Context: an optimization exercise on an open-source flow, tuned for small area, a short achievable clock period and few clock cycles. The choices shown serve that exercise and are no tape-out recipe.
Function was checked by simulation only, so behaviour that the tests miss may differ from the original.

===== design.v =====
module geofence ( clk,reset,X,Y,valid,is_inside);
input clk;
input reset;
input [9:0] X;
input [9:0] Y;
output valid;
output is_inside;
reg [3:0] cnt;
reg [9:0] ox, oy;
reg v_sx, v_sy, a_sx, a_sy, b_sx, b_sy;
reg [9:0] v_mx, v_my, a_mx, a_my, b_mx, b_my;
reg [11:0] v_3x, v_3y;
reg ins_r;
wire le1, eq1, le2, eq2;
xcmp u_x1(.am(a_mx), .vm(v_my), .v3m(v_3y), .an(a_my), .vn(v_mx), .v3n(v_3x), .le(le1), .eq(eq1));
xcmp u_x2(.am(b_mx), .vm(v_my), .v3m(v_3y), .an(b_my), .vn(v_mx), .v3n(v_3x), .le(le2), .eq(eq2));
function [1:0] cross_sign;
    input p_sx, p_sy;
    input [9:0] p_mx, p_my;
    input q_sx, q_sy;
    input [9:0] q_mx, q_my;
    input le, eq;
    reg sp, sq, zp, zq;
    begin
        sp = p_sx ^ q_sy;
        sq = p_sy ^ q_sx;
        zp = (p_mx == 10'd0) || (q_my == 10'd0);
        zq = (p_my == 10'd0) || (q_mx == 10'd0);
        case ({sp, sq})
            2'b00: cross_sign = {le && !eq, eq};
            2'b11: cross_sign = {!le, eq};
            2'b01: cross_sign = {1'b0, zp && zq};
            2'b10: cross_sign = {!(zp && zq), zp && zq};
        endcase
    end
endfunction
wire [1:0] c1 = cross_sign(a_sx, a_sy, a_mx, a_my, v_sx, v_sy, v_mx, v_my, le1, eq1);
wire [1:0] c2 = cross_sign(b_sx, b_sy, b_mx, b_my, v_sx, v_sy, v_mx, v_my, le2, eq2);
wire s1n = c1[1], s1z = c1[0];
wire s2n = c2[1], s2z = c2[0];
wire s1p = !s1n && !s1z;
wire s2p = !s2n && !s2z;
wire same = (a_sx == v_sx && a_mx != 10'd0 && v_mx != 10'd0) ||
            (a_sy == v_sy && a_my != 10'd0 && v_my != 10'd0);
wire hit = (s1n && !s2n) || (s1z && s2p) || (s1z && s2z && !same);
wire load = (cnt == 4'd2);
assign valid = (cnt == 4'd8);
assign is_inside = ins_r;
wire [9:0] mx, my;
wire [11:0] m3x, m3y;
wire nx, ny;    
absx u_ax(.x(X), .o(ox), .m(mx), .m3(m3x), .neg(nx));
absx u_ay(.x(Y), .o(oy), .m(my), .m3(m3y), .neg(ny));
always @(posedge clk or posedge reset) begin
    if (reset)
        cnt <= 4'd0;
    else
        cnt <= (cnt == 4'd8) ? 4'd0 : cnt + 4'd1;
end
always @(posedge clk) begin
    if (cnt == 4'd0) begin
        ox <= X;
        oy <= Y;
    end
    v_sx <= nx;
    v_sy <= ny;
    v_mx <= mx;
    v_my <= my;
    v_3x <= m3x;
    v_3y <= m3y;
    if (load || (s1n && s2n)) begin
        a_sx <= v_sx; a_sy <= v_sy; a_mx <= v_mx; a_my <= v_my;
    end
    if (load || (s1p && s2p)) begin
        b_sx <= v_sx; b_sy <= v_sy; b_mx <= v_mx; b_my <= v_my;
    end
    ins_r <= !load && (ins_r || hit);
end
endmodule
module xcmp(am, vm, v3m, an, vn, v3n, le, eq);
input [9:0] am, vm, an, vn;
input [11:0] v3m, v3n;
output le, eq;
wire s1;
wire s2;
wire s3;
wire p4;
wire p5;
wire p6;
wire p7;
wire p8;
wire p9;
wire p10;
wire p11;
wire p12;
wire p13;
wire p14;
wire p15;
wire s16;
wire s17;
wire s18;
wire p19;
wire p20;
wire p21;
wire p22;
wire p23;
wire p24;
wire p25;
wire p26;
wire p27;
wire p28;
wire p29;
wire p30;
wire s31;
wire s32;
wire s33;
wire p34;
wire p35;
wire p36;
wire p37;
wire p38;
wire p39;
wire p40;
wire p41;
wire p42;
wire p43;
wire p44;
wire p45;
wire s46;
wire s47;
wire s48;
wire p49;
wire p50;
wire p51;
wire p52;
wire p53;
wire p54;
wire p55;
wire p56;
wire p57;
wire p58;
wire p59;
wire p60;
wire s61;
wire s62;
wire s63;
wire p64;
wire p65;
wire p66;
wire p67;
wire p68;
wire p69;
wire p70;
wire p71;
wire p72;
wire p73;
wire p74;
wire p75;
wire s76;
wire s77;
wire s78;
wire p79;
wire p80;
wire p81;
wire p82;
wire p83;
wire p84;
wire p85;
wire p86;
wire p87;
wire p88;
wire p89;
wire p90;
wire s91;
wire s92;
wire s93;
wire p94;
wire p95;
wire p96;
wire p97;
wire p98;
wire p99;
wire p100;
wire p101;
wire p102;
wire p103;
wire p104;
wire p105;
wire s106;
wire s107;
wire s108;
wire p109;
wire p110;
wire p111;
wire p112;
wire p113;
wire p114;
wire p115;
wire p116;
wire p117;
wire p118;
wire p119;
wire p120;
wire s121;
wire s122;
wire s123;
wire p124;
wire p125;
wire p126;
wire p127;
wire p128;
wire p129;
wire p130;
wire p131;
wire p132;
wire p133;
wire p134;
wire p135;
wire s136;
wire s137;
wire s138;
wire p139;
wire p140;
wire p141;
wire p142;
wire p143;
wire p144;
wire p145;
wire p146;
wire p147;
wire p148;
wire p149;
wire p150;
wire s151;
wire c152;
wire s153;
wire c154;
wire s155;
wire c156;
wire s157;
wire c158;
wire s159;
wire c160;
wire s161;
wire c162;
wire s163;
wire c164;
wire s165;
wire c166;
wire s167;
wire c168;
wire s169;
wire c170;
wire s171;
wire c172;
wire s173;
wire c174;
wire s175;
wire c176;
wire s177;
wire c178;
wire s179;
wire c180;
wire s181;
wire c182;
wire s183;
wire c184;
wire s185;
wire c186;
wire s187;
wire c188;
wire s189;
wire c190;
wire s191;
wire c192;
wire s193;
wire c194;
wire s195;
wire c196;
wire s197;
wire c198;
wire s199;
wire c200;
wire s201;
wire c202;
wire s203;
wire c204;
wire s205;
wire c206;
wire s207;
wire c208;
wire s209;
wire c210;
wire s211;
wire c212;
wire s213;
wire c214;
wire s215;
wire c216;
wire s217;
wire c218;
wire s219;
wire c220;
wire s221;
wire c222;
wire s223;
wire c224;
wire s225;
wire c226;
wire s227;
wire c228;
wire s229;
wire c230;
wire s231;
wire c232;
wire s233;
wire c234;
wire s235;
wire c236;
wire s237;
wire c238;
wire s239;
wire c240;
wire s241;
wire c242;
wire s243;
wire c244;
wire s245;
wire c246;
wire s247;
wire c248;
wire s249;
wire c250;
wire s251;
wire c252;
wire s253;
wire c254;
wire s255;
wire c256;
wire s257;
wire c258;
wire s259;
wire c260;
wire s261;
wire c262;
wire s263;
wire c264;
wire s265;
wire c266;
wire s267;
wire c268;
wire s269;
wire c270;
wire s271;
wire c272;
wire s273;
wire c274;
wire s275;
wire c276;
wire s277;
wire c278;
wire s279;
wire c280;
wire s281;
wire c282;
wire s283;
wire c284;
wire s285;
wire c286;
wire s287;
wire c288;
wire s289;
wire c290;
wire s291;
wire c292;
wire s293;
wire c294;
wire s295;
wire c296;
wire s297;
wire c298;
wire s299;
wire c300;
wire s301;
wire c302;
wire s303;
wire c304;
wire s305;
wire c306;
wire s307;
wire c308;
wire s309;
wire c310;
wire s311;
wire c312;
wire s313;
wire c314;
wire s315;
wire c316;
wire s317;
wire c318;
wire s319;
wire c320;
wire s321;
wire c322;
wire s323;
wire c324;
wire s325;
wire c326;
wire s327;
wire c328;
wire s329;
wire c330;
wire s331;
wire c332;
wire s333;
wire c334;
wire s335;
wire c336;
wire s337;
wire c338;
wire s339;
wire c340;
wire s341;
wire c342;
wire s343;
wire c344;
wire s345;
wire c346;
wire s347;
wire c348;
wire s349;
wire c350;
wire p351;
wire g352;
wire p353;
wire g354;
wire p355;
wire g356;
wire p357;
wire g358;
wire p359;
wire g360;
wire p361;
wire g362;
wire p363;
wire g364;
wire p365;
wire g366;
wire p367;
wire g368;
wire p369;
wire g370;
wire p371;
wire g372;
wire p373;
wire g374;
wire p375;
wire g376;
wire p377;
wire g378;
wire p379;
wire g380;
wire p381;
wire g382;
wire p383;
wire g384;
wire p385;
wire g386;
wire p387;
wire g388;
wire p389;
wire g390;
wire p391;
wire g392;
dec4 uds1(.a0(am[0]), .a1(am[1]), .s1(s1), .s2(s2), .s3(s3));
an2 up4(.a(am[0]), .b(vm[0]), .y(p4));
pp3 up5(.a1(s1), .a2(vm[1]), .b1(s2), .b2(vm[0]), .c1(s3), .c2(v3m[1]), .y(p5));
pp3 up6(.a1(s1), .a2(vm[2]), .b1(s2), .b2(vm[1]), .c1(s3), .c2(v3m[2]), .y(p6));
pp3 up7(.a1(s1), .a2(vm[3]), .b1(s2), .b2(vm[2]), .c1(s3), .c2(v3m[3]), .y(p7));
pp3 up8(.a1(s1), .a2(vm[4]), .b1(s2), .b2(vm[3]), .c1(s3), .c2(v3m[4]), .y(p8));
pp3 up9(.a1(s1), .a2(vm[5]), .b1(s2), .b2(vm[4]), .c1(s3), .c2(v3m[5]), .y(p9));
pp3 up10(.a1(s1), .a2(vm[6]), .b1(s2), .b2(vm[5]), .c1(s3), .c2(v3m[6]), .y(p10));
pp3 up11(.a1(s1), .a2(vm[7]), .b1(s2), .b2(vm[6]), .c1(s3), .c2(v3m[7]), .y(p11));
pp3 up12(.a1(s1), .a2(vm[8]), .b1(s2), .b2(vm[7]), .c1(s3), .c2(v3m[8]), .y(p12));
pp3 up13(.a1(s1), .a2(vm[9]), .b1(s2), .b2(vm[8]), .c1(s3), .c2(v3m[9]), .y(p13));
pp2 up14(.a1(s2), .a2(vm[9]), .b1(s3), .b2(v3m[10]), .y(p14));
an2 up15(.a(s3), .b(v3m[11]), .y(p15));
dec4 uds16(.a0(am[2]), .a1(am[3]), .s1(s16), .s2(s17), .s3(s18));
an2 up19(.a(am[2]), .b(vm[0]), .y(p19));
pp3 up20(.a1(s16), .a2(vm[1]), .b1(s17), .b2(vm[0]), .c1(s18), .c2(v3m[1]), .y(p20));
pp3 up21(.a1(s16), .a2(vm[2]), .b1(s17), .b2(vm[1]), .c1(s18), .c2(v3m[2]), .y(p21));
pp3 up22(.a1(s16), .a2(vm[3]), .b1(s17), .b2(vm[2]), .c1(s18), .c2(v3m[3]), .y(p22));
pp3 up23(.a1(s16), .a2(vm[4]), .b1(s17), .b2(vm[3]), .c1(s18), .c2(v3m[4]), .y(p23));
pp3 up24(.a1(s16), .a2(vm[5]), .b1(s17), .b2(vm[4]), .c1(s18), .c2(v3m[5]), .y(p24));
pp3 up25(.a1(s16), .a2(vm[6]), .b1(s17), .b2(vm[5]), .c1(s18), .c2(v3m[6]), .y(p25));
pp3 up26(.a1(s16), .a2(vm[7]), .b1(s17), .b2(vm[6]), .c1(s18), .c2(v3m[7]), .y(p26));
pp3 up27(.a1(s16), .a2(vm[8]), .b1(s17), .b2(vm[7]), .c1(s18), .c2(v3m[8]), .y(p27));
pp3 up28(.a1(s16), .a2(vm[9]), .b1(s17), .b2(vm[8]), .c1(s18), .c2(v3m[9]), .y(p28));
pp2 up29(.a1(s17), .a2(vm[9]), .b1(s18), .b2(v3m[10]), .y(p29));
an2 up30(.a(s18), .b(v3m[11]), .y(p30));
dec4 uds31(.a0(am[4]), .a1(am[5]), .s1(s31), .s2(s32), .s3(s33));
an2 up34(.a(am[4]), .b(vm[0]), .y(p34));
pp3 up35(.a1(s31), .a2(vm[1]), .b1(s32), .b2(vm[0]), .c1(s33), .c2(v3m[1]), .y(p35));
pp3 up36(.a1(s31), .a2(vm[2]), .b1(s32), .b2(vm[1]), .c1(s33), .c2(v3m[2]), .y(p36));
pp3 up37(.a1(s31), .a2(vm[3]), .b1(s32), .b2(vm[2]), .c1(s33), .c2(v3m[3]), .y(p37));
pp3 up38(.a1(s31), .a2(vm[4]), .b1(s32), .b2(vm[3]), .c1(s33), .c2(v3m[4]), .y(p38));
pp3 up39(.a1(s31), .a2(vm[5]), .b1(s32), .b2(vm[4]), .c1(s33), .c2(v3m[5]), .y(p39));
pp3 up40(.a1(s31), .a2(vm[6]), .b1(s32), .b2(vm[5]), .c1(s33), .c2(v3m[6]), .y(p40));
pp3 up41(.a1(s31), .a2(vm[7]), .b1(s32), .b2(vm[6]), .c1(s33), .c2(v3m[7]), .y(p41));
pp3 up42(.a1(s31), .a2(vm[8]), .b1(s32), .b2(vm[7]), .c1(s33), .c2(v3m[8]), .y(p42));
pp3 up43(.a1(s31), .a2(vm[9]), .b1(s32), .b2(vm[8]), .c1(s33), .c2(v3m[9]), .y(p43));
pp2 up44(.a1(s32), .a2(vm[9]), .b1(s33), .b2(v3m[10]), .y(p44));
an2 up45(.a(s33), .b(v3m[11]), .y(p45));
dec4 uds46(.a0(am[6]), .a1(am[7]), .s1(s46), .s2(s47), .s3(s48));
an2 up49(.a(am[6]), .b(vm[0]), .y(p49));
pp3 up50(.a1(s46), .a2(vm[1]), .b1(s47), .b2(vm[0]), .c1(s48), .c2(v3m[1]), .y(p50));
pp3 up51(.a1(s46), .a2(vm[2]), .b1(s47), .b2(vm[1]), .c1(s48), .c2(v3m[2]), .y(p51));
pp3 up52(.a1(s46), .a2(vm[3]), .b1(s47), .b2(vm[2]), .c1(s48), .c2(v3m[3]), .y(p52));
pp3 up53(.a1(s46), .a2(vm[4]), .b1(s47), .b2(vm[3]), .c1(s48), .c2(v3m[4]), .y(p53));
pp3 up54(.a1(s46), .a2(vm[5]), .b1(s47), .b2(vm[4]), .c1(s48), .c2(v3m[5]), .y(p54));
pp3 up55(.a1(s46), .a2(vm[6]), .b1(s47), .b2(vm[5]), .c1(s48), .c2(v3m[6]), .y(p55));
pp3 up56(.a1(s46), .a2(vm[7]), .b1(s47), .b2(vm[6]), .c1(s48), .c2(v3m[7]), .y(p56));
pp3 up57(.a1(s46), .a2(vm[8]), .b1(s47), .b2(vm[7]), .c1(s48), .c2(v3m[8]), .y(p57));
pp3 up58(.a1(s46), .a2(vm[9]), .b1(s47), .b2(vm[8]), .c1(s48), .c2(v3m[9]), .y(p58));
pp2 up59(.a1(s47), .a2(vm[9]), .b1(s48), .b2(v3m[10]), .y(p59));
an2 up60(.a(s48), .b(v3m[11]), .y(p60));
dec4 uds61(.a0(am[8]), .a1(am[9]), .s1(s61), .s2(s62), .s3(s63));
an2 up64(.a(am[8]), .b(vm[0]), .y(p64));
pp3 up65(.a1(s61), .a2(vm[1]), .b1(s62), .b2(vm[0]), .c1(s63), .c2(v3m[1]), .y(p65));
pp3 up66(.a1(s61), .a2(vm[2]), .b1(s62), .b2(vm[1]), .c1(s63), .c2(v3m[2]), .y(p66));
pp3 up67(.a1(s61), .a2(vm[3]), .b1(s62), .b2(vm[2]), .c1(s63), .c2(v3m[3]), .y(p67));
pp3 up68(.a1(s61), .a2(vm[4]), .b1(s62), .b2(vm[3]), .c1(s63), .c2(v3m[4]), .y(p68));
pp3 up69(.a1(s61), .a2(vm[5]), .b1(s62), .b2(vm[4]), .c1(s63), .c2(v3m[5]), .y(p69));
pp3 up70(.a1(s61), .a2(vm[6]), .b1(s62), .b2(vm[5]), .c1(s63), .c2(v3m[6]), .y(p70));
pp3 up71(.a1(s61), .a2(vm[7]), .b1(s62), .b2(vm[6]), .c1(s63), .c2(v3m[7]), .y(p71));
pp3 up72(.a1(s61), .a2(vm[8]), .b1(s62), .b2(vm[7]), .c1(s63), .c2(v3m[8]), .y(p72));
pp3 up73(.a1(s61), .a2(vm[9]), .b1(s62), .b2(vm[8]), .c1(s63), .c2(v3m[9]), .y(p73));
pp2 up74(.a1(s62), .a2(vm[9]), .b1(s63), .b2(v3m[10]), .y(p74));
an2 up75(.a(s63), .b(v3m[11]), .y(p75));
dec4 uds76(.a0(an[0]), .a1(an[1]), .s1(s76), .s2(s77), .s3(s78));
nd2 up79(.a(an[0]), .b(vn[0]), .y(p79));
pp3n up80(.a1(s76), .a2(vn[1]), .b1(s77), .b2(vn[0]), .c1(s78), .c2(v3n[1]), .y(p80));
pp3n up81(.a1(s76), .a2(vn[2]), .b1(s77), .b2(vn[1]), .c1(s78), .c2(v3n[2]), .y(p81));
pp3n up82(.a1(s76), .a2(vn[3]), .b1(s77), .b2(vn[2]), .c1(s78), .c2(v3n[3]), .y(p82));
pp3n up83(.a1(s76), .a2(vn[4]), .b1(s77), .b2(vn[3]), .c1(s78), .c2(v3n[4]), .y(p83));
pp3n up84(.a1(s76), .a2(vn[5]), .b1(s77), .b2(vn[4]), .c1(s78), .c2(v3n[5]), .y(p84));
pp3n up85(.a1(s76), .a2(vn[6]), .b1(s77), .b2(vn[5]), .c1(s78), .c2(v3n[6]), .y(p85));
pp3n up86(.a1(s76), .a2(vn[7]), .b1(s77), .b2(vn[6]), .c1(s78), .c2(v3n[7]), .y(p86));
pp3n up87(.a1(s76), .a2(vn[8]), .b1(s77), .b2(vn[7]), .c1(s78), .c2(v3n[8]), .y(p87));
pp3n up88(.a1(s76), .a2(vn[9]), .b1(s77), .b2(vn[8]), .c1(s78), .c2(v3n[9]), .y(p88));
pp2n up89(.a1(s77), .a2(vn[9]), .b1(s78), .b2(v3n[10]), .y(p89));
nd2 up90(.a(s78), .b(v3n[11]), .y(p90));
dec4 uds91(.a0(an[2]), .a1(an[3]), .s1(s91), .s2(s92), .s3(s93));
nd2 up94(.a(an[2]), .b(vn[0]), .y(p94));
pp3n up95(.a1(s91), .a2(vn[1]), .b1(s92), .b2(vn[0]), .c1(s93), .c2(v3n[1]), .y(p95));
pp3n up96(.a1(s91), .a2(vn[2]), .b1(s92), .b2(vn[1]), .c1(s93), .c2(v3n[2]), .y(p96));
pp3n up97(.a1(s91), .a2(vn[3]), .b1(s92), .b2(vn[2]), .c1(s93), .c2(v3n[3]), .y(p97));
pp3n up98(.a1(s91), .a2(vn[4]), .b1(s92), .b2(vn[3]), .c1(s93), .c2(v3n[4]), .y(p98));
pp3n up99(.a1(s91), .a2(vn[5]), .b1(s92), .b2(vn[4]), .c1(s93), .c2(v3n[5]), .y(p99));
pp3n up100(.a1(s91), .a2(vn[6]), .b1(s92), .b2(vn[5]), .c1(s93), .c2(v3n[6]), .y(p100));
pp3n up101(.a1(s91), .a2(vn[7]), .b1(s92), .b2(vn[6]), .c1(s93), .c2(v3n[7]), .y(p101));
pp3n up102(.a1(s91), .a2(vn[8]), .b1(s92), .b2(vn[7]), .c1(s93), .c2(v3n[8]), .y(p102));
pp3n up103(.a1(s91), .a2(vn[9]), .b1(s92), .b2(vn[8]), .c1(s93), .c2(v3n[9]), .y(p103));
pp2n up104(.a1(s92), .a2(vn[9]), .b1(s93), .b2(v3n[10]), .y(p104));
nd2 up105(.a(s93), .b(v3n[11]), .y(p105));
dec4 uds106(.a0(an[4]), .a1(an[5]), .s1(s106), .s2(s107), .s3(s108));
nd2 up109(.a(an[4]), .b(vn[0]), .y(p109));
pp3n up110(.a1(s106), .a2(vn[1]), .b1(s107), .b2(vn[0]), .c1(s108), .c2(v3n[1]), .y(p110));
pp3n up111(.a1(s106), .a2(vn[2]), .b1(s107), .b2(vn[1]), .c1(s108), .c2(v3n[2]), .y(p111));
pp3n up112(.a1(s106), .a2(vn[3]), .b1(s107), .b2(vn[2]), .c1(s108), .c2(v3n[3]), .y(p112));
pp3n up113(.a1(s106), .a2(vn[4]), .b1(s107), .b2(vn[3]), .c1(s108), .c2(v3n[4]), .y(p113));
pp3n up114(.a1(s106), .a2(vn[5]), .b1(s107), .b2(vn[4]), .c1(s108), .c2(v3n[5]), .y(p114));
pp3n up115(.a1(s106), .a2(vn[6]), .b1(s107), .b2(vn[5]), .c1(s108), .c2(v3n[6]), .y(p115));
pp3n up116(.a1(s106), .a2(vn[7]), .b1(s107), .b2(vn[6]), .c1(s108), .c2(v3n[7]), .y(p116));
pp3n up117(.a1(s106), .a2(vn[8]), .b1(s107), .b2(vn[7]), .c1(s108), .c2(v3n[8]), .y(p117));
pp3n up118(.a1(s106), .a2(vn[9]), .b1(s107), .b2(vn[8]), .c1(s108), .c2(v3n[9]), .y(p118));
pp2n up119(.a1(s107), .a2(vn[9]), .b1(s108), .b2(v3n[10]), .y(p119));
nd2 up120(.a(s108), .b(v3n[11]), .y(p120));
dec4 uds121(.a0(an[6]), .a1(an[7]), .s1(s121), .s2(s122), .s3(s123));
nd2 up124(.a(an[6]), .b(vn[0]), .y(p124));
pp3n up125(.a1(s121), .a2(vn[1]), .b1(s122), .b2(vn[0]), .c1(s123), .c2(v3n[1]), .y(p125));
pp3n up126(.a1(s121), .a2(vn[2]), .b1(s122), .b2(vn[1]), .c1(s123), .c2(v3n[2]), .y(p126));
pp3n up127(.a1(s121), .a2(vn[3]), .b1(s122), .b2(vn[2]), .c1(s123), .c2(v3n[3]), .y(p127));
pp3n up128(.a1(s121), .a2(vn[4]), .b1(s122), .b2(vn[3]), .c1(s123), .c2(v3n[4]), .y(p128));
pp3n up129(.a1(s121), .a2(vn[5]), .b1(s122), .b2(vn[4]), .c1(s123), .c2(v3n[5]), .y(p129));
pp3n up130(.a1(s121), .a2(vn[6]), .b1(s122), .b2(vn[5]), .c1(s123), .c2(v3n[6]), .y(p130));
pp3n up131(.a1(s121), .a2(vn[7]), .b1(s122), .b2(vn[6]), .c1(s123), .c2(v3n[7]), .y(p131));
pp3n up132(.a1(s121), .a2(vn[8]), .b1(s122), .b2(vn[7]), .c1(s123), .c2(v3n[8]), .y(p132));
pp3n up133(.a1(s121), .a2(vn[9]), .b1(s122), .b2(vn[8]), .c1(s123), .c2(v3n[9]), .y(p133));
pp2n up134(.a1(s122), .a2(vn[9]), .b1(s123), .b2(v3n[10]), .y(p134));
nd2 up135(.a(s123), .b(v3n[11]), .y(p135));
dec4 uds136(.a0(an[8]), .a1(an[9]), .s1(s136), .s2(s137), .s3(s138));
nd2 up139(.a(an[8]), .b(vn[0]), .y(p139));
pp3n up140(.a1(s136), .a2(vn[1]), .b1(s137), .b2(vn[0]), .c1(s138), .c2(v3n[1]), .y(p140));
pp3n up141(.a1(s136), .a2(vn[2]), .b1(s137), .b2(vn[1]), .c1(s138), .c2(v3n[2]), .y(p141));
pp3n up142(.a1(s136), .a2(vn[3]), .b1(s137), .b2(vn[2]), .c1(s138), .c2(v3n[3]), .y(p142));
pp3n up143(.a1(s136), .a2(vn[4]), .b1(s137), .b2(vn[3]), .c1(s138), .c2(v3n[4]), .y(p143));
pp3n up144(.a1(s136), .a2(vn[5]), .b1(s137), .b2(vn[4]), .c1(s138), .c2(v3n[5]), .y(p144));
pp3n up145(.a1(s136), .a2(vn[6]), .b1(s137), .b2(vn[5]), .c1(s138), .c2(v3n[6]), .y(p145));
pp3n up146(.a1(s136), .a2(vn[7]), .b1(s137), .b2(vn[6]), .c1(s138), .c2(v3n[7]), .y(p146));
pp3n up147(.a1(s136), .a2(vn[8]), .b1(s137), .b2(vn[7]), .c1(s138), .c2(v3n[8]), .y(p147));
pp3n up148(.a1(s136), .a2(vn[9]), .b1(s137), .b2(vn[8]), .c1(s138), .c2(v3n[9]), .y(p148));
pp2n up149(.a1(s137), .a2(vn[9]), .b1(s138), .b2(v3n[10]), .y(p149));
nd2 up150(.a(s138), .b(v3n[11]), .y(p150));
xn2 us151(.a(p64), .b(p87), .y(s151));
or2 uc152(.a(p64), .b(p87), .y(c152));
fa3 us153(.a(p88), .b(p101), .c(p114), .s(s153), .co(c154));
fa3 us155(.a(p14), .b(p89), .c(p102), .s(s155), .co(c156));
fa3 us157(.a(p15), .b(p90), .c(p103), .s(s157), .co(c158));
assign s159 = ~p29;
assign c160 = p29;
assign s161 = ~p30;
assign c162 = p30;
assign s163 = ~p34;
assign c164 = p34;
ha2 us165(.a(p84), .b(p97), .s(s165), .co(c166));
xn2 us167(.a(p49), .b(p85), .y(s167));
or2 uc168(.a(p49), .b(p85), .y(c168));
fa3 us169(.a(p98), .b(p111), .c(p124), .s(s169), .co(c170));
fa3 us171(.a(p86), .b(p99), .c(p112), .s(s171), .co(c172));
fa3 us173(.a(p125), .b(p11), .c(p24), .s(s173), .co(c174));
fa3 us175(.a(p100), .b(p113), .c(p126), .s(s175), .co(c176));
fa3 us177(.a(p139), .b(p12), .c(p25), .s(s177), .co(c178));
ha2 us179(.a(p38), .b(p51), .s(s179), .co(c180));
fa3 us181(.a(p127), .b(p140), .c(p13), .s(s181), .co(c182));
fa3 us183(.a(p26), .b(p39), .c(p52), .s(s183), .co(c184));
fa3 us185(.a(p65), .b(c152), .c(s153), .s(s185), .co(c186));
fa3 us187(.a(p115), .b(p128), .c(p141), .s(s187), .co(c188));
fa3 us189(.a(p27), .b(p40), .c(p53), .s(s189), .co(c190));
fa3 us191(.a(p66), .b(c154), .c(s155), .s(s191), .co(c192));
fa3 us193(.a(p116), .b(p129), .c(p142), .s(s193), .co(c194));
fa3 us195(.a(p28), .b(p41), .c(p54), .s(s195), .co(c196));
fa3 us197(.a(p67), .b(c156), .c(s157), .s(s197), .co(c198));
fa3 us199(.a(p104), .b(p117), .c(p130), .s(s199), .co(c200));
fa3 us201(.a(p143), .b(p42), .c(p55), .s(s201), .co(c202));
fa3 us203(.a(p68), .b(s159), .c(c158), .s(s203), .co(c204));
fa3 us205(.a(p105), .b(p118), .c(p131), .s(s205), .co(c206));
fa3 us207(.a(p144), .b(p43), .c(p56), .s(s207), .co(c208));
fa3 us209(.a(p69), .b(c160), .c(s161), .s(s209), .co(c210));
fa3 us211(.a(p44), .b(p119), .c(p132), .s(s211), .co(c212));
fa3 us213(.a(p145), .b(p57), .c(p70), .s(s213), .co(c214));
xn2 us215(.a(p45), .b(p120), .y(s215));
or2 uc216(.a(p45), .b(p120), .y(c216));
ha2 us217(.a(p133), .b(p146), .s(s217), .co(c218));
assign s219 = ~p19;
assign c220 = p19;
ha2 us221(.a(p82), .b(p95), .s(s221), .co(c222));
fa3 us223(.a(p83), .b(p96), .c(p109), .s(s223), .co(c224));
ha2 us225(.a(p8), .b(p21), .s(s225), .co(c226));
fa3 us227(.a(p110), .b(p9), .c(p22), .s(s227), .co(c228));
fa3 us229(.a(p35), .b(c164), .c(s165), .s(s229), .co(c230));
fa3 us231(.a(p10), .b(p23), .c(p36), .s(s231), .co(c232));
fa3 us233(.a(s167), .b(c166), .c(s169), .s(s233), .co(c234));
fa3 us235(.a(p37), .b(p50), .c(c168), .s(s235), .co(c236));
fa3 us237(.a(c170), .b(s171), .c(s173), .s(s237), .co(c238));
fa3 us239(.a(s151), .b(c172), .c(s175), .s(s239), .co(c240));
fa3 us241(.a(s179), .b(c174), .c(s177), .s(s241), .co(c242));
fa3 us243(.a(c180), .b(c176), .c(c178), .s(s243), .co(c244));
fa3 us245(.a(s181), .b(s183), .c(s185), .s(s245), .co(c246));
fa3 us247(.a(s187), .b(c182), .c(c184), .s(s247), .co(c248));
fa3 us249(.a(s189), .b(c186), .c(s191), .s(s249), .co(c250));
fa3 us251(.a(c188), .b(s193), .c(c190), .s(s251), .co(c252));
fa3 us253(.a(s195), .b(c192), .c(s197), .s(s253), .co(c254));
fa3 us255(.a(c194), .b(s199), .c(c196), .s(s255), .co(c256));
fa3 us257(.a(s201), .b(s203), .c(c198), .s(s257), .co(c258));
fa3 us259(.a(c200), .b(s205), .c(c202), .s(s259), .co(c260));
fa3 us261(.a(s207), .b(s209), .c(c204), .s(s261), .co(c262));
fa3 us263(.a(c162), .b(c206), .c(s211), .s(s263), .co(c264));
fa3 us265(.a(c208), .b(s213), .c(c210), .s(s265), .co(c266));
fa3 us267(.a(p58), .b(p71), .c(s215), .s(s267), .co(c268));
fa3 us269(.a(s217), .b(c212), .c(c214), .s(s269), .co(c270));
fa3 us271(.a(p59), .b(p134), .c(p147), .s(s271), .co(c272));
fa3 us273(.a(p72), .b(c216), .c(c218), .s(s273), .co(c274));
xn2 us275(.a(p60), .b(p135), .y(s275));
or2 uc276(.a(p60), .b(p135), .y(c276));
ha2 us277(.a(p148), .b(p73), .s(s277), .co(c278));
ha2 us279(.a(p81), .b(p94), .s(s279), .co(c280));
fa3 us281(.a(p7), .b(p20), .c(c220), .s(s281), .co(c282));
fa3 us283(.a(c222), .b(s163), .c(s223), .s(s283), .co(c284));
fa3 us285(.a(c226), .b(c224), .c(s227), .s(s285), .co(c286));
fa3 us287(.a(c228), .b(s231), .c(c230), .s(s287), .co(c288));
fa3 us289(.a(c232), .b(s235), .c(c234), .s(s289), .co(c290));
fa3 us291(.a(c236), .b(s239), .c(c238), .s(s291), .co(c292));
fa3 us293(.a(c240), .b(s243), .c(c242), .s(s293), .co(c294));
fa3 us295(.a(c244), .b(s247), .c(c246), .s(s295), .co(c296));
fa3 us297(.a(c248), .b(s251), .c(c250), .s(s297), .co(c298));
fa3 us299(.a(c252), .b(s255), .c(s257), .s(s299), .co(c300));
fa3 us301(.a(c256), .b(s259), .c(s261), .s(s301), .co(c302));
fa3 us303(.a(c260), .b(s263), .c(s265), .s(s303), .co(c304));
fa3 us305(.a(s267), .b(c264), .c(s269), .s(s305), .co(c306));
fa3 us307(.a(s271), .b(c268), .c(s273), .s(s307), .co(c308));
fa3 us309(.a(s275), .b(c272), .c(s277), .s(s309), .co(c310));
fa3 us311(.a(p74), .b(p149), .c(c276), .s(s311), .co(c312));
assign s313 = ~p75;
assign c314 = p75;
ha2 us315(.a(p6), .b(s219), .s(s315), .co(c316));
fa3 us317(.a(c280), .b(s221), .c(s281), .s(s317), .co(c318));
fa3 us319(.a(s225), .b(c282), .c(s283), .s(s319), .co(c320));
fa3 us321(.a(s229), .b(c284), .c(s285), .s(s321), .co(c322));
fa3 us323(.a(s233), .b(c286), .c(s287), .s(s323), .co(c324));
fa3 us325(.a(c288), .b(s237), .c(s289), .s(s325), .co(c326));
fa3 us327(.a(s241), .b(c290), .c(s291), .s(s327), .co(c328));
fa3 us329(.a(s245), .b(c292), .c(s293), .s(s329), .co(c330));
fa3 us331(.a(s249), .b(c294), .c(s295), .s(s331), .co(c332));
fa3 us333(.a(s253), .b(c296), .c(s297), .s(s333), .co(c334));
fa3 us335(.a(c254), .b(c298), .c(s299), .s(s335), .co(c336));
fa3 us337(.a(c258), .b(s301), .c(c300), .s(s337), .co(c338));
fa3 us339(.a(c262), .b(s303), .c(c302), .s(s339), .co(c340));
fa3 us341(.a(c266), .b(s305), .c(c304), .s(s341), .co(c342));
fa3 us343(.a(c270), .b(s307), .c(c306), .s(s343), .co(c344));
fa3 us345(.a(c274), .b(s309), .c(c308), .s(s345), .co(c346));
fa3 us347(.a(c278), .b(s311), .c(c310), .s(s347), .co(c348));
fa3 us349(.a(p150), .b(s313), .c(c312), .s(s349), .co(c350));
ha2 up351(.a(p4), .b(p79), .s(p351), .co(g352));
ha2 up353(.a(p80), .b(p5), .s(p353), .co(g354));
ha2 up355(.a(s279), .b(s315), .s(p355), .co(g356));
ha2 up357(.a(s317), .b(c316), .s(p357), .co(g358));
ha2 up359(.a(s319), .b(c318), .s(p359), .co(g360));
ha2 up361(.a(s321), .b(c320), .s(p361), .co(g362));
ha2 up363(.a(s323), .b(c322), .s(p363), .co(g364));
ha2 up365(.a(s325), .b(c324), .s(p365), .co(g366));
ha2 up367(.a(s327), .b(c326), .s(p367), .co(g368));
ha2 up369(.a(s329), .b(c328), .s(p369), .co(g370));
ha2 up371(.a(s331), .b(c330), .s(p371), .co(g372));
ha2 up373(.a(s333), .b(c332), .s(p373), .co(g374));
ha2 up375(.a(s335), .b(c334), .s(p375), .co(g376));
ha2 up377(.a(s337), .b(c336), .s(p377), .co(g378));
ha2 up379(.a(s339), .b(c338), .s(p379), .co(g380));
ha2 up381(.a(s341), .b(c340), .s(p381), .co(g382));
ha2 up383(.a(s343), .b(c342), .s(p383), .co(g384));
ha2 up385(.a(s345), .b(c344), .s(p385), .co(g386));
ha2 up387(.a(s347), .b(c346), .s(p387), .co(g388));
ha2 up389(.a(s349), .b(c348), .s(p389), .co(g390));
ha2 up391(.a(c314), .b(c350), .s(p391), .co(g392));
wire [20:0] g0 = {g392, g390, g388, g386, g384, g382, g380, g378, g376, g374, g372, g370, g368, g366, g364, g362, g360, g358, g356, g354, g352};
wire [20:0] p0 = {p391, p389, p387, p385, p383, p381, p379, p377, p375, p373, p371, p369, p367, p365, p363, p361, p359, p357, p355, p353, p351};
csz u_sz(.g0(g0), .p0(p0), .le(le), .eq(eq));
endmodule
module csz(g0, p0, le, eq);
input [20:0] g0, p0;
output le, eq;
wire [19:0] g1, p1, g2, p2, g3, p3, g4, p4, g5, p5;
genvar i;
generate for (i = 0; i < 20; i = i + 1) begin : pf
    if (i % 2 == 1) begin
        assign g1[i] = g0[i] | (p0[i] & g0[i - 1]);
        assign p1[i] = p0[i] & p0[i - 1];
    end else begin
        assign g1[i] = g0[i]; assign p1[i] = p0[i];
    end
    if (i % 4 >= 2) begin
        assign g2[i] = g1[i] | (p1[i] & g1[i - i % 4 + 1]);
        assign p2[i] = p1[i] & p1[i - i % 4 + 1];
    end else begin
        assign g2[i] = g1[i]; assign p2[i] = p1[i];
    end
    if (i % 8 >= 4) begin
        assign g3[i] = g2[i] | (p2[i] & g2[i - i % 8 + 3]);
        assign p3[i] = p2[i] & p2[i - i % 8 + 3];
    end else begin
        assign g3[i] = g2[i]; assign p3[i] = p2[i];
    end
    if (i % 16 >= 8) begin
        assign g4[i] = g3[i] | (p3[i] & g3[i - i % 16 + 7]);
        assign p4[i] = p3[i] & p3[i - i % 16 + 7];
    end else begin
        assign g4[i] = g3[i]; assign p4[i] = p3[i];
    end
    if (i % 32 >= 16) begin
        assign g5[i] = g4[i] | (p4[i] & g4[i - i % 32 + 15]);
        assign p5[i] = p4[i] & p4[i - i % 32 + 15];
    end else begin
        assign g5[i] = g4[i]; assign p5[i] = p4[i];
    end
end endgenerate
assign le = p0[20] ^ g5[19];
assign eq = &p0;
endmodule
module dec4(a0, a1, s1, s2, s3);
input a0, a1;
output s1, s2, s3;
assign s1 = a0 & ~a1;
assign s2 = ~a0 & a1;
assign s3 = a0 & a1;
endmodule
module pp3(a1, a2, b1, b2, c1, c2, y);
input a1, a2, b1, b2, c1, c2;
output y;
assign y = (a1 & a2) | (b1 & b2) | (c1 & c2);
endmodule
module pp3n(a1, a2, b1, b2, c1, c2, y);
input a1, a2, b1, b2, c1, c2;
output y;
assign y = ~((a1 & a2) | (b1 & b2) | (c1 & c2));
endmodule
module pp2(a1, a2, b1, b2, y);
input a1, a2, b1, b2;
output y;
assign y = (a1 & a2) | (b1 & b2);
endmodule
module pp2n(a1, a2, b1, b2, y);
input a1, a2, b1, b2;
output y;
assign y = ~((a1 & a2) | (b1 & b2));
endmodule
module an2(a, b, y);
input a, b;
output y;
assign y = a & b;
endmodule
module nd2(a, b, y);
input a, b;
output y;
assign y = ~(a & b);
endmodule
module xn2(a, b, y);
input a, b;
output y;
assign y = ~(a ^ b);
endmodule
module or2(a, b, y);
input a, b;
output y;
assign y = a | b;
endmodule
module fa3(a, b, c, s, co);
input a, b, c;
output s, co;
assign s = a ^ b ^ c;
assign co = (a & b) | (c & (a ^ b));
endmodule
module ha2(a, b, s, co);
input a, b;
output s, co;
assign s = a ^ b;
assign co = a & b;
endmodule
module absx(x, o, m, m3, neg);
input [9:0] x, o;
output neg;
output [9:0] m;
output [11:0] m3;
wire [9:0] g = x & ~o;
wire [9:0] p = ~(x ^ o);
wire [9:0] G1, P1, G2, P2, G3, P3, G4, P4;
genvar i;
generate for (i = 0; i < 10; i = i + 1) begin : pf
    if (i % 2 == 1) begin
        assign G1[i] = g[i] | (p[i] & g[i-1]); assign P1[i] = p[i] & p[i-1];
    end else begin assign G1[i] = g[i]; assign P1[i] = p[i]; end
    if (i % 4 >= 2) begin
        assign G2[i] = G1[i] | (P1[i] & G1[i - i%4 + 1]); assign P2[i] = P1[i] & P1[i - i%4 + 1];
    end else begin assign G2[i] = G1[i]; assign P2[i] = P1[i]; end
    if (i % 8 >= 4) begin
        assign G3[i] = G2[i] | (P2[i] & G2[i - i%8 + 3]); assign P3[i] = P2[i] & P2[i - i%8 + 3];
    end else begin assign G3[i] = G2[i]; assign P3[i] = P2[i]; end
    if (i % 16 >= 8) begin
        assign G4[i] = G3[i] | (P3[i] & G3[i - i%16 + 7]); assign P4[i] = P3[i] & P3[i - i%16 + 7];
    end else begin assign G4[i] = G3[i]; assign P4[i] = P3[i]; end
end endgenerate
wire co = G4[9];            
assign neg = ~co;
wire [9:0] c = {G4[8:0] | (P4[8:0] & {9{co}}), co};
assign m = p ^ c ^ {10{~co}};
wire [10:0] a3 = {1'b0, m};
wire [10:0] b3 = {m, 1'b0};
wire [10:0] h = a3 ^ b3;
wire [10:0] k = a3 & b3;
wire [10:0] K1, Q1, K2, Q2, K3, Q3, K4, Q4;
generate for (i = 0; i < 11; i = i + 1) begin : pf3
    if (i % 2 == 1) begin
        assign K1[i] = k[i] | (h[i] & k[i-1]); assign Q1[i] = h[i] & h[i-1];
    end else begin assign K1[i] = k[i]; assign Q1[i] = h[i]; end
    if (i % 4 >= 2) begin
        assign K2[i] = K1[i] | (Q1[i] & K1[i - i%4 + 1]); assign Q2[i] = Q1[i] & Q1[i - i%4 + 1];
    end else begin assign K2[i] = K1[i]; assign Q2[i] = Q1[i]; end
    if (i % 8 >= 4) begin
        assign K3[i] = K2[i] | (Q2[i] & K2[i - i%8 + 3]); assign Q3[i] = Q2[i] & Q2[i - i%8 + 3];
    end else begin assign K3[i] = K2[i]; assign Q3[i] = Q2[i]; end
    if (i % 16 >= 8) begin
        assign K4[i] = K3[i] | (Q3[i] & K3[i - i%16 + 7]); assign Q4[i] = Q3[i] & Q3[i - i%16 + 7];
    end else begin assign K4[i] = K3[i]; assign Q4[i] = Q3[i]; end
end endgenerate
assign m3 = {K4[10], h ^ {K4[9:0], 1'b0}};
endmodule

===== flow/run.sh =====
#!/bin/bash
# The standard layout, with ORFS's timing repair aiming for a setup slack of
# $MARGIN ns (a shorter period than the constraint's) instead of the default.
set -euo pipefail
MARGIN=$(cat flow/margin.txt)
bash standard.sh SETUP_SLACK_MARGIN=$MARGIN PLACE_DENSITY=0.5 finish > make_finish.log 2>&1

===== flow/margin.txt =====
7.0

===== standard.sh =====
#!/bin/bash
# synth_recipe.tcl (not shown) runs the flow's synth.tcl, then flattens the netlist and writes it again
# the make line also repeats each setting of config.mk as NAME=value (left out here)
make -C /OpenROAD-flow-scripts/flow DESIGN_CONFIG=/design/flow/config.mk WORK_HOME=/design/flow/orfs CLKGATE_MAP_FILE= SYNTH_SCRIPT=/design/flow/synth_recipe.tcl "${@:-finish}"

===== config.mk =====
export PLATFORM = sky130hd
export DESIGN_NAME = geofence
export DESIGN_NICKNAME = geofence
export VERILOG_FILES = /design/flow/design.v
export SDC_FILE = /design/flow/constraint.sdc
export NUM_CORES = 4
export LEC_CHECK = 0
export CAP_MARGIN = 20
export CORE_MARGIN = 2
export CORE_UTILIZATION = 40
export CTS_BUF_LIST = sky130_fd_sc_hd__clkbuf_4 sky130_fd_sc_hd__clkbuf_8
export SLEW_MARGIN = 20
export SYNTH_HIERARCHICAL = 1
export SYNTH_MINIMUM_KEEP_SIZE = 0

===== constraint.sdc =====
create_clock -name core_clock -period 13.0 [get_ports {clk}]
set_input_delay 2.6000 -clock core_clock [delete_from_list [all_inputs] [get_ports {clk}]]
set_output_delay 2.6000 -clock core_clock [all_outputs]
set_load 0.01 [all_outputs]

==> results of run 1 <==
## through the flow
step	std cells	setup slack [ns]	hold slack (ns)	area (sq um)	utilization
2_1_floorplan	1229	7.19	0.454	13300	-
3_3_place_gp	1710	6.26	0.475	14200	0.435
6_report	1773	7.18	0.493	15400	0.471
3_5_place_dp	1710	6.19	0.480	14200	0.435
5_1_grt	1773	6.96	0.525	15400	0.471
4_1_cts	1746	7.04	0.494	14800	0.452
## routing by layer
metal  up-vias  global-route usage  routed length [microns]
met4         0              0.0672                     1120
met1      5547               0.346                    18300
met2       791               0.385                    19300
li1       4993                   -                        -
met3        69              0.0577                     5030
met5         -                   0                        0
## area by class of cell
cell class | count | area, sq um
fillers | 3128 | 17300
multi-input cells | 965 | 10300
flip-flops and latches | 113 | 2930
inverters | 154 | 578
repair buffers | 67 | 561
well taps | 442 | 553
clock buffers | 17 | 234
clock inverters | 15 | 201
## critical path, cell delays in order, from the launching register on
cell	delay [ns]
edfxtp_1	0.46
and2b_2	0.32
a222oi_1	0.40
fa_1	0.48
fa_1	0.40
fa_1	0.44
fa_1	0.51
fa_1	0.42
ha_1	0.31
nand2_1	0.13
nor3_4	0.23
nand3_2	0.12
and3_4	0.20
nor4_4	0.37
o21ai_0	0.17
a32o_2	0.32
a21o_4	0.27
## cell usage in the layout (no fill, tap or decap), types with 5 or more instances in the layout
| cell type | count |
|---|---|
| a211oi_2 | 7 |
| a21oi_1 | 37 |
| a222oi_1 | 180 |
| a22o_1 | 14 |
| a22oi_2 | 10 |
| and2_1 | 30 |
| and2_2 | 12 |
| and2_4 | 8 |
| and2b_2 | 15 |
| and2b_4 | 5 |
| buf_4 | 44 |
| clkbuf_8 | 17 |
| clkdlybuf4s50_1 | 23 |
| dfxtp_1 | 41 |
| edfxtp_1 | 64 |
| fa_1 | 168 |
| ha_1 | 82 |
| ha_4 | 11 |
| inv_1 | 152 |
| inv_6 | 5 |
| mux2i_1 | 6 |
| nand2_1 | 70 |
| nand3_1 | 15 |
| nor2_1 | 35 |
| nor2b_1 | 8 |
| nor2b_2 | 10 |
| nor2b_4 | 5 |
| nor3_1 | 12 |
| nor4_1 | 14 |
| o21a_1 | 8 |
| o21ai_0 | 32 |
| o21ai_2 | 5 |
| or2_1 | 8 |
| xnor2_1 | 30 |
| xor2_1 | 13 |
## repair_timing
| action | in CTS | in global routing |
|---|---|---|
| buffers inserted | 4 | 22 |
| gates cloned | 0 | 5 |
| gates resized for setup | 22 | 88 |
| endpoints found under the setup margin | 55 | 51 |
| pin swaps | 3 | 34 |
## worst max-delay path by stage
stage             from       to  slack, ns  cells after the start
5_1_grt        b_my[1]     b_sy       6.96                     17
3_5_place_dp      X[2]  v_3x[9]       6.19                     15
2_1_floorplan     X[2]  v_3x[9]       7.19                     14
6_report       b_my[5]  b_mx[9]       7.18                     16
4_1_cts           Y[2]  v_3y[8]       7.04                     15
3_3_place_gp      Y[2]  v_3y[9]       6.26                     15
## flip-flops by register name, indices dropped and copies added, names as in the netlist, 4 cells and up
name,flops
b_mx,10
v_my,10
a_my,10
a_mx,10
ox,10
cnt,4
oy,10
b_my,10
v_mx,10
v_3x,11
v_3y,11
==> impl_metrics.py, run 1 <==
metrics = {
    "outcome": {
        "status": "finished clean",
    },
    "clocking": {
        "cts-root-buf": "clkbuf_8",
        "max-clock-path-buffers": 2,
        "cts.sinks": 113,
        "tritoncts": "built",
        "cts-buffers-inserted": 17,
        "cts.clk_slew.worst_paths_ns": 0.08,
        "htreeDepth": 4,
        "holdBufCountCts": 0,
        "insertion_delay_ns": 0.43,
    },
    "setup_path": {
        "cp.required_ns": 13.18,
        "critPathKind": "reg -> reg",
        "arrival_ns": 6.00,
        "crit_fanout": 10,
        "ff2ff_path_depth": 16,
        "worst_setup_path_end_kind": "flip-flop",
        "timing.rr.end": "b_mx[9]",
        "r2r_setup_slack_ns": 7.18,
        "r2r-start": "b_my[5]",
        "start_kind": "flip-flop",
    },
    "timing": {
        "drv_slew": 0,
        "worst_pin_slew_ns": 0.930,
        "relSlewSlack": 0.379,
        "hold_violations": 0,
        "rsz0062_at_grt": "no",
        "min_period_over_period": 0.447,
        "max_freq_ghz": 0.172,
        "setup_viol": 0,
        "finalSetupTns_ns": 0,
        "post-route-min-period_ns": 5.82,
        "finClkSkew_ns": 0.0148,
    },
    "min_path": {
        "min_to": "cnt[0]",
        "holdCritPathClass": "reg -> reg",
        "hp-start": "cnt[0]",
        "whs_path_depth": 1,
    },
    "drt": {
        "vias": 11400,
        "firstDrtPassIters": 15,
        "wl_mm": 43.8,
        "drt_iter0_drc": 2597,
        "post_drt_wl_per_cell_microns": 24.7,
        "antenna_left": 0,
        "via_per_inst": 6.43,
        "route.detailed.drc": 0,
    },
    "layout": {
        "syn2layout_area_growth_pct": 15.5,
        "drive_above_1_share": 0.174,
        "antenna-diode-count": 0,
        "nets": 1603,
    },
    "logic_synthesis": {
        "syn_area_per_cell_sq_um": 10.8,
        "yosysWarnings": 7,
        "netlist_instances": 1229,
        "netlist_area_sq_um": 13300,
        "synth_nets": 1514,
    },
    "floorplan": {
        "coreArea_sq_um": 32700,
        "die_area_sq_um": 34800,
        "rows": 66,
        "die-height_microns": 186,
        "start_util": 0.407,
        "fp.dieW_microns": 186,
        "ios": 24,
    },
    "global_routing": {
        "antenna_found_initial": 0,
        "grt.overflow.total": 0,
        "grt_usage": 0.247,
        "grt_pass1_wl_mm": 66.2,
        "grt_pass1_vias": 11269,
        "grt_max_degree": 24,
    },
    "placement": {
        "gp_congestion": 0.820,
        "hpwl_mm": 30.7,
        "port_buffers": 23,
    },
    "job": {
        "cap_violations": 0,
    },
}
Testbench counts, summed over its fixed seeds: cycles 21,600.
==> inputs of run 2 (changes only) <==
--- a/config.mk
+++ b/config.mk
@@ -9,5 +9,7 @@
 export CORE_MARGIN = 2
 export CORE_UTILIZATION = 40
-export CTS_BUF_LIST = sky130_fd_sc_hd__clkbuf_4 sky130_fd_sc_hd__clkbuf_8
+export CTS_BUF_LIST = sky130_fd_sc_hd__clkbuf_4
+export CTS_CLUSTER_DIAMETER = 60
+export CTS_CLUSTER_SIZE = 30
 export SLEW_MARGIN = 20
 export SYNTH_HIERARCHICAL = 1
==> impl_metrics.py, run 2 <==
metrics = {
    "outcome": {
        "status": "finished clean",
    },
    "global_routing": {
        "grt_usage": 0.247,
        "grt_pass1_wl_mm": 66.0,
        "antenna_found_initial": 1,
        "grt.overflow.total": 0,
        "grt_max_degree": 24,
        "grt_pass1_vias": 11269,
    },
    "setup_path": {
        "arrival_ns": 6.25,
        "crit_fanout": 8,
        "worst_setup_path_end_kind": "flip-flop",
        "cp_slowest_cell": "clkdlybuf4s50_1",
        "cp_top_family": "compound AO/OA/AOI/OAI gates",
        "cp_num_buf_inv": 3,
        "start_kind": "primary input",
        "slowest_delay_ns": 0.44,
        "critPathKind": "in -> reg",
        "worstPathCellList": "clkdlybuf4s50_1, ha_2, a211oi_4, o21ba_2, o22ai_4, mux2i_4, xor2_2, inv_1, ha_1, inv_1, a211oi_4, o21a_1, o22ai_1, fa_1, xnor2_1",
        "cp.required_ns": 13.40,
    },
    "drt": {
        "drt_iter0_drc": 2506,
        "firstDrtPassIters": 14,
        "antenna_left": 0,
        "wl_met2_mm": 19.0,
        "top_layer_used": "met4",
        "via_per_inst": 6.43,
        "post_drt_wl_per_cell_microns": 24.5,
        "wl_mm": 43.5,
        "wl_met3_mm": 5.27,
        "route.detailed.drc": 0,
        "vias": 11422,
        "met1_length_mm": 17.9,
    },
    "timing": {
        "worst_pin_slew_ns": 0.945,
        "drv_slew": 0,
        "hold_violations": 0,
        "setup_viol": 0,
        "min_period_over_period": 0.450,
        "max_freq_ghz": 0.171,
        "finClkSkew_ns": 0.0251,
        "rsz0062_at_grt": "yes",
        "relSlewSlack": 0.369,
        "post-route-min-period_ns": 5.85,
        "hold_ws_ns": 0.497,
        "finalSetupTns_ns": 0,
    },
    "clocking": {
        "insertion_delay_ns": 0.53,
        "cts-buffers-inserted": 17,
        "cts-root-buf": "clkbuf_4",
        "cts.sinks": 113,
        "tritoncts": "built",
        "htreeDepth": 4,
        "cts.clk_slew.worst_paths_ns": 0.13,
        "max-clock-path-buffers": 2,
    },
    "logic_synthesis": {
        "yosysWarnings": 7,
        "netlist_area_sq_um": 13300,
        "syn_area_per_cell_sq_um": 10.8,
        "netlist_instances": 1229,
        "synth_nets": 1514,
    },
    "floorplan": {
        "rows": 66,
        "start_util": 0.407,
        "coreArea_sq_um": 32700,
        "die_area_sq_um": 34800,
        "fp.dieW_microns": 186,
        "die-height_microns": 186,
        "ios": 24,
    },
    "layout": {
        "mostFrequentLayoutCell": "a222oi_1",
        "final_cell_mix": "a222oi_1, fa_1, inv_1",
        "nets": 1600,
        "area.sequential_sq_um": 2930,
        "syn2layout_area_growth_pct": 13.6,
        "multi_input_area_sq_um": 10200,
        "finalInstanceArea_sq_um": 15100,
        "fillers": 3144,
        "drive_above_1_share": 0.163,
        "largestRegisters": "v_3x x11, v_3y x11",
    },
    "placement": {
        "port_buffers": 23,
        "gp_congestion": 0.820,
        "hpwl_mm": 30.7,
        "dpl_cell_area_sq_um": 14200,
    },
    "min_path": {
        "holdCritPathClass": "reg -> reg",
    },
    "job": {
        "cap_violations": 0,
    },
}
==> run 2: final timing paths <==
kind	startpoint	endpoint	slack [ns]	cells past startpoint
min in group asynchronous	reset	cnt[3]	2.24	2
max in group asynchronous	reset	cnt[1]	10.62	2
max	X[1]	v_3x[9]	7.15	15
min	cnt[0]	cnt[0]	0.50	1
min reg2reg	cnt[0]	cnt[0]	0.50	1
max reg2reg	a_my[9]	b_mx[0]	7.19	16
==> run 2: per-stage QoR <==
step / util / std cells / setup WS, ns
global route: 0.463 / 1775 / 6.97
CTS: 0.448 / 1743 / 7.00
global placement: 0.435 / 1710 / 6.26
finish: 0.463 / 1775 / 7.15
floorplan: - / 1229 / 7.19
detailed placement: 0.435 / 1710 / 6.19
==> run 2: cell type report <==
cell class | instances | area share
repair buffers | 64 | 0.0355
multi-input cells | 965 | 0.674
diodes | 5 | 0.000827
flip-flops and latches | 113 | 0.193
clock buffers | 17 | 0.00843
well taps | 442 | 0.0365
inverters | 154 | 0.0382
clock inverters | 15 | 0.0133
==> run 2: repair_timing <==
action                     in CTS  in global routing
buffers inserted                1                 22
hold buffers                    0                  0
setup endpoints to repair      49                 51
gates cloned                    0                  5
hold endpoints to repair        0                  0
resized for setup              22                 65
pin swaps                       1                 30
==> run 2: layer usage <==
metal,global-route usage,vias up
met2,0.382,787
met3,0.0587,82
met4,0.0656,0
li1,-,4999
met1,0.346,5554
met5,0,-
==> inputs of run 3 (changes only) <==
--- a/flow/run.sh
+++ b/flow/run.sh
@@ -4,3 +4,3 @@
 set -euo pipefail
 MARGIN=$(cat flow/margin.txt)
-bash standard.sh SETUP_SLACK_MARGIN=$MARGIN PLACE_DENSITY=0.5 finish > make_finish.log 2>&1
+bash standard.sh SETUP_SLACK_MARGIN=$MARGIN finish > make_finish.log 2>&1
==> flow/margin.txt (replaced) <==
7.5
--- a/config.mk
+++ b/config.mk
@@ -9,7 +9,4 @@
 export CORE_MARGIN = 2
 export CORE_UTILIZATION = 40
-export CTS_BUF_LIST = sky130_fd_sc_hd__clkbuf_4
-export CTS_CLUSTER_DIAMETER = 60
-export CTS_CLUSTER_SIZE = 30
 export SLEW_MARGIN = 20
 export SYNTH_HIERARCHICAL = 1
==> impl_metrics.py, run 3 <==
metrics = {
    "drt": {
        "post_drt_wl_per_cell_microns": 23.6,
        "firstDrtPassIters": 14,
        "route.detailed.drc": 0,
        "antenna_left": 0,
        "wl_mm": 43.1,
        "drt_iter0_drc": 2876,
        "vias": 11898,
        "via_per_inst": 6.52,
    },
    "logic_synthesis": {
        "yosysWarnings": 7,
        "netlist_instances": 1229,
        "synth_nets": 1514,
        "syn_area_per_cell_sq_um": 10.8,
        "netlist_area_sq_um": 13300,
    },
    "layout": {
        "drive_above_1_share": 0.246,
        "finalInstanceArea_sq_um": 16300,
        "largestRegisters": "v_3x x11, v_3y x11",
        "final_cell_mix": "a222oi_1, fa_1, inv_1",
        "mostFrequentLayoutCell": "a222oi_1",
        "syn2layout_area_growth_pct": 22.6,
        "fillers": 2984,
        "antenna-diode-count": 0,
        "nets": 1654,
    },
    "global_routing": {
        "grt_max_degree": 24,
        "busiest_layer": "met2",
        "global_route.usage.met2": 0.378,
        "grt_pass1_vias": 12132,
        "grt_pass1_wl_mm": 66.6,
        "grt_usage": 0.245,
        "grt.overflow.total": 0,
        "antenna_found_initial": 1,
        "use_met3": 0.0767,
        "use_met1": 0.321,
    },
    "setup_path": {
        "slowest_delay_ns": 0.60,
        "crit_fanout": 9,
        "startpoint": "a_my[5]",
        "worst_setup_path_end_kind": "flip-flop",
        "arrival_ns": 5.83,
        "r2r-start": "a_my[5]",
        "cp_slowest_cell": "fa_1",
        "start_kind": "flip-flop",
        "worstPathCellList": "nor2b_4, a222oi_1, fa_1, fa_2, fa_2, fa_1, fa_1, ha_1, nand2_2, nor3_4, a211oi_2, a21oi_2, nor4_4, nor2b_1, a31oi_1, o21ai_2, buf_4, nand2b_4, nand2_4",
        "critPathKind": "reg -> reg",
        "cp.required_ns": 13.12,
        "cp_common_cell": "fa_1",
    },
    "floorplan": {
        "die_area_sq_um": 34800,
        "rows": 66,
        "die-height_microns": 186,
        "ios": 24,
        "start_util": 0.407,
        "coreArea_sq_um": 32700,
        "fp.dieW_microns": 186,
    },
    "clocking": {
        "tritoncts": "built",
        "holdBufCountCts": 0,
        "cts-buffers-inserted": 17,
        "insertion_delay_ns": 0.42,
        "cts.sinks": 113,
        "cts.clk_slew.worst_paths_ns": 0.06,
        "htreeDepth": 4,
        "max-clock-path-buffers": 2,
        "cts-root-buf": "clkbuf_16",
    },
    "timing": {
        "rsz0062_at_grt": "yes",
        "relSlewSlack": 0.386,
        "setup_viol": 0,
        "hold_violations": 0,
        "post-route-min-period_ns": 5.71,
        "min_period_over_period": 0.439,
        "finClkSkew_ns": 0.0152,
        "max_freq_ghz": 0.175,
        "finalSetupTns_ns": 0,
        "drv_slew": 0,
        "worst_pin_slew_ns": 0.920,
    },
    "job": {
        "cap_violations": 0,
    },
    "placement": {
        "hpwl_mm": 29.5,
        "port_buffers": 23,
        "dpl_cell_area_sq_um": 14400,
        "gp_congestion": 0.887,
    },
    "outcome": {
        "status": "finished clean",
    },
    "min_path": {
        "hp-start": "cnt[0]",
        "holdCritPathClass": "reg -> reg",
    },
}
[run 3: worst paths after layout]
| check | end | slack [ns] | depth (start not counted) |
|---|---|---|---|
| worst max-delay path | a_my[1] | 7.29 | 19 |
| worst min-delay path | cnt[0] | 0.49 | 1 |
| worst max register to register | a_my[1] | 7.29 | 19 |
| worst min register to register | cnt[0] | 0.49 | 1 |
| max in group asynchronous | cnt[0] | 10.49 | 2 |
| min in group asynchronous | cnt[1] | 2.36 | 2 |
[run 3: area by class of cell]
| cell class | instances | area (sq um) | area share |
|---|---|---|---|
| Clock inverter | 15 | 205 | 0.0126 |
| Inverter | 154 | 583 | 0.0357 |
| Tap cell | 442 | 553 | 0.0339 |
| Multi-Input combinational cell | 966 | 10700 | 0.654 |
| Sequential cell | 113 | 2940 | 0.180 |
| Timing Repair Buffer | 117 | 950 | 0.0582 |
| Clock buffer | 17 | 425 | 0.0261 |
[run 3: stage by stage]
stage          worst slack (ns)  utilization  std cells  hold slack, ns
2_1_floorplan              7.31            -       1229           0.454
3_3_place_gp               6.58        0.442       1709           0.475
3_5_place_dp               6.52        0.442       1709           0.480
4_1_cts                    7.39        0.491       1805           0.489
5_1_grt                    7.06        0.499       1824           0.525
6_report                   7.29        0.499       1824           0.485
[run 3: layer usage]
metal  vias up  wire (microns)
li1       5094               -
met3       150            5680
met1      5762           16500
met2       892           18900
met4         0            1970
met5         -               0
[run 3: what timing repair did]
action	CTS	global route
resized for setup	125	46
pin swaps	63	39
endpoints found under the setup margin	61	53
gates cloned	6	0
buffers inserted	58	19
[run 3: worst max-delay path: cells and delay by family (launching register included)]
| kind | cells | cell delay [ns] |
|---|---|---|
| fa+ha+maj | 6 | 2.61 |
| simple gates | 7 | 1.29 |
| compound gates | 5 | 0.84 |
| flops | 1 | 0.49 |
| buf+inv | 1 | 0.17 |
==> inputs of run 4 (changes only) <==
==> flow/run.sh (replaced) <==
#!/bin/bash
# The standard layout (standard.sh, ORFS's own steps), with two changes made
# through make variables, one per line in flow/make_args.txt:
#  - ORFS's timing repair aims for a setup slack of SETUP_SLACK_MARGIN ns,
#    i.e. a shorter period than the constraint's, instead of the default 0;
#  - the port buffers that ORFS inserts are a plain buffer cell instead of the
#    delay cell buffer_ports picks by itself.
set -euo pipefail
mapfile -t ARGS < flow/make_args.txt
bash standard.sh "${ARGS[@]}" finish > make_finish.log 2>&1
==> flow/make_args.txt (new file) <==
SETUP_SLACK_MARGIN=7.25
PLACE_DENSITY=0.5
BUFFER_PORTS_ARGS=-buffer_cell sky130_fd_sc_hd__buf_2
--- a/config.mk
+++ b/config.mk
@@ -9,4 +9,5 @@
 export CORE_MARGIN = 2
 export CORE_UTILIZATION = 40
+export CTS_BUF_LIST = sky130_fd_sc_hd__clkbuf_4 sky130_fd_sc_hd__clkbuf_8
 export SLEW_MARGIN = 20
 export SYNTH_HIERARCHICAL = 1
removed: flow/margin.txt
==> impl_metrics.py, run 4 <==
metrics = {
    "global_routing": {
        "grt_pass1_wl_mm": 67.0,
        "grt_usage": 0.250,
        "grt_pass1_vias": 11696,
        "antenna_found_initial": 0,
        "grt.overflow.total": 0,
        "grt_max_degree": 24,
    },
    "layout": {
        "mostFrequentLayoutCell": "a222oi_1",
        "nets": 1633,
        "layout.cells.non_filler": 1803,
        "drive_above_1_share": 0.219,
        "antenna-diode-count": 0,
        "final_cell_mix": "a222oi_1, fa_1, inv_1",
        "syn2layout_area_growth_pct": 16.7,
        "fillers": 3122,
        "largestRegisters": "v_3x x11, v_3y x11",
    },
    "setup_path": {
        "worstPathCellList": "nor2b_4, buf_4, a222oi_1, fa_1, fa_1, fa_1, fa_1, ha_1, nand2_1, o21ai_0, a211oi_2, and3_4, nor4_4, nor3_1, a31oi_1, o21ai_2, nor2_4, a21o_4",
        "cp.required_ns": 13.15,
        "cp_common_cell": "fa_1",
        "start_kind": "flip-flop",
        "arrival_ns": 5.92,
        "worst_setup_path_end_kind": "flip-flop",
        "cp_slowest_cell": "fa_1",
        "crit_fanout": 6,
        "slowest_delay_ns": 0.53,
        "critPathKind": "reg -> reg",
    },
    "floorplan": {
        "coreArea_sq_um": 32700,
        "fp.dieW_microns": 186,
        "die-height_microns": 186,
        "start_util": 0.407,
        "die_area_sq_um": 34800,
        "ios": 24,
        "rows": 66,
    },
    "clocking": {
        "cts-buffers-inserted": 17,
        "insertion_delay_ns": 0.45,
        "htreeDepth": 4,
        "cts-root-buf": "clkbuf_8",
        "cts.clk_slew.worst_paths_ns": 0.09,
        "max-clock-path-buffers": 2,
        "cts.sinks": 113,
        "tritoncts": "built",
        "holdBufCountCts": 0,
    },
    "placement": {
        "dp_cells": 1708,
        "port_buffers": 23,
        "dp_slack_ns": 6.33,
        "hpwl_mm": 30.9,
        "gp_congestion": 0.868,
    },
    "drt": {
        "drt_iter0_drc": 2444,
        "antenna_left": 0,
        "firstDrtPassIters": 12,
        "post_drt_wl_per_cell_microns": 24.2,
        "vias": 11564,
        "via_per_inst": 6.41,
        "route.detailed.drc": 0,
        "wl_mm": 43.6,
    },
    "min_path": {
        "holdCritPathClass": "reg -> reg",
    },
    "logic_synthesis": {
        "synth_nets": 1514,
        "syn_area_per_cell_sq_um": 10.8,
        "netlist_area_sq_um": 13300,
        "netlist_instances": 1229,
        "yosysWarnings": 7,
    },
    "timing": {
        "hold_violations": 0,
        "max_freq_ghz": 0.173,
        "min_period_over_period": 0.444,
        "setup_viol": 0,
        "worst_slack_ns": 7.23,
        "rsz0062_at_grt": "yes",
        "finClkSkew_ns": 0.0219,
        "relSlewSlack": 0.423,
        "worst_pin_slew_ns": 0.865,
        "post-route-min-period_ns": 5.77,
        "finalSetupTns_ns": 0,
        "drv_slew": 0,
    },
    "job": {
        "cap_violations": 0,
    },
    "outcome": {
        "status": "finished clean",
    },
}
[run 4: layer usage]
layer	share of wire	vias to the layer above	global-route usage
li1	-	5064	-
met1	0.41	5599	0.339
met2	0.44	783	0.385
met3	0.12	118	0.0765
met4	0.032	0	0.0757
met5	0	-	0.00412
[run 4: worst paths after layout]
path,from,slack (ns),end,depth (start not counted)
min in group asynchronous,reset,2.01,cnt[2],2
worst min-delay path,cnt[0],0.49,cnt[0],1
worst max-delay path,a_my[4],7.23,b_mx[9],18
worst min register to register,cnt[0],0.49,cnt[0],1
max in group asynchronous,reset,10.83,cnt[1],2
worst max register to register,a_my[4],7.23,b_mx[9],18
[run 4: what timing repair did]
action | CTS | global route
resized for setup | 56 | 78
pin swaps | 28 | 59
endpoints found under the setup margin | 49 | 53
gates cloned | 6 | 0
hold endpoints to repair | 0 | 0
setup buffers | 17 | 40
[run 4: area by class of cell]
class	count	area (sq um)	area share
tap	442	553	0.0356
timing repair buffer	96	676	0.0435
clock inverter	15	194	0.0125
multi-input combinational	966	10400	0.668
inverter	154	578	0.0372
clock buffer	17	234	0.0151
sequential	113	2930	0.189
[run 4: critical path, delay by kind of cell, from the launching register on]
kind,cells,cell delay (ns)
compound gates,6,1.64
fa+ha+maj,5,2.21
buf+inv,1,0.13
flops,1,0.47
simple gates,6,1.01
[run 4: stage by stage]
step	hold WS [ns]	utilization	instance area [sq um]
6_report	0.490	0.475	15500
5_1_grt	0.534	0.475	15500
4_1_cts	0.493	0.456	14900
3_5_place_dp	0.480	0.431	14100
3_3_place_gp	0.476	0.431	14100
2_1_floorplan	0.454	-	13300

[port drivers added, routing unchanged]
The results above use ideal ports. As a check the final layouts listed here were re-extracted and re-timed, cells and wires unchanged.
Step 1 sets driving cells, clkbuf_16 on the clock port and buf_2 on the other inputs (assumed; they add their load-dependent delay and slew).
Step 2, shift: input delay + t, output delay - t, t = (earliest + latest rising clock arrival at the registers) / 2. This alone moves slack from input paths to output paths.
Slacks: ideal / step 1 / step 2; pairs: ideal / step 1.
run	t, ns	setup WS [ns]	worst register clock-pin slew, ns
run 1	0.468	7.183 / 7.183 / 6.748	0.08 / 0.08
run 2	0.558	7.151 / 7.177 / 6.618	0.13 / 0.13
run 3	0.455	7.290 / 7.290 / 7.185	0.06 / 0.06
run 4	0.489	7.232 / 7.232 / 7.027	0.09 / 0.09
After both steps setup and hold are still met in every run listed. For run 2, which loses most, drivers alone change the setup slack by +0.026 ns; drivers and shift together by -0.533 ns.
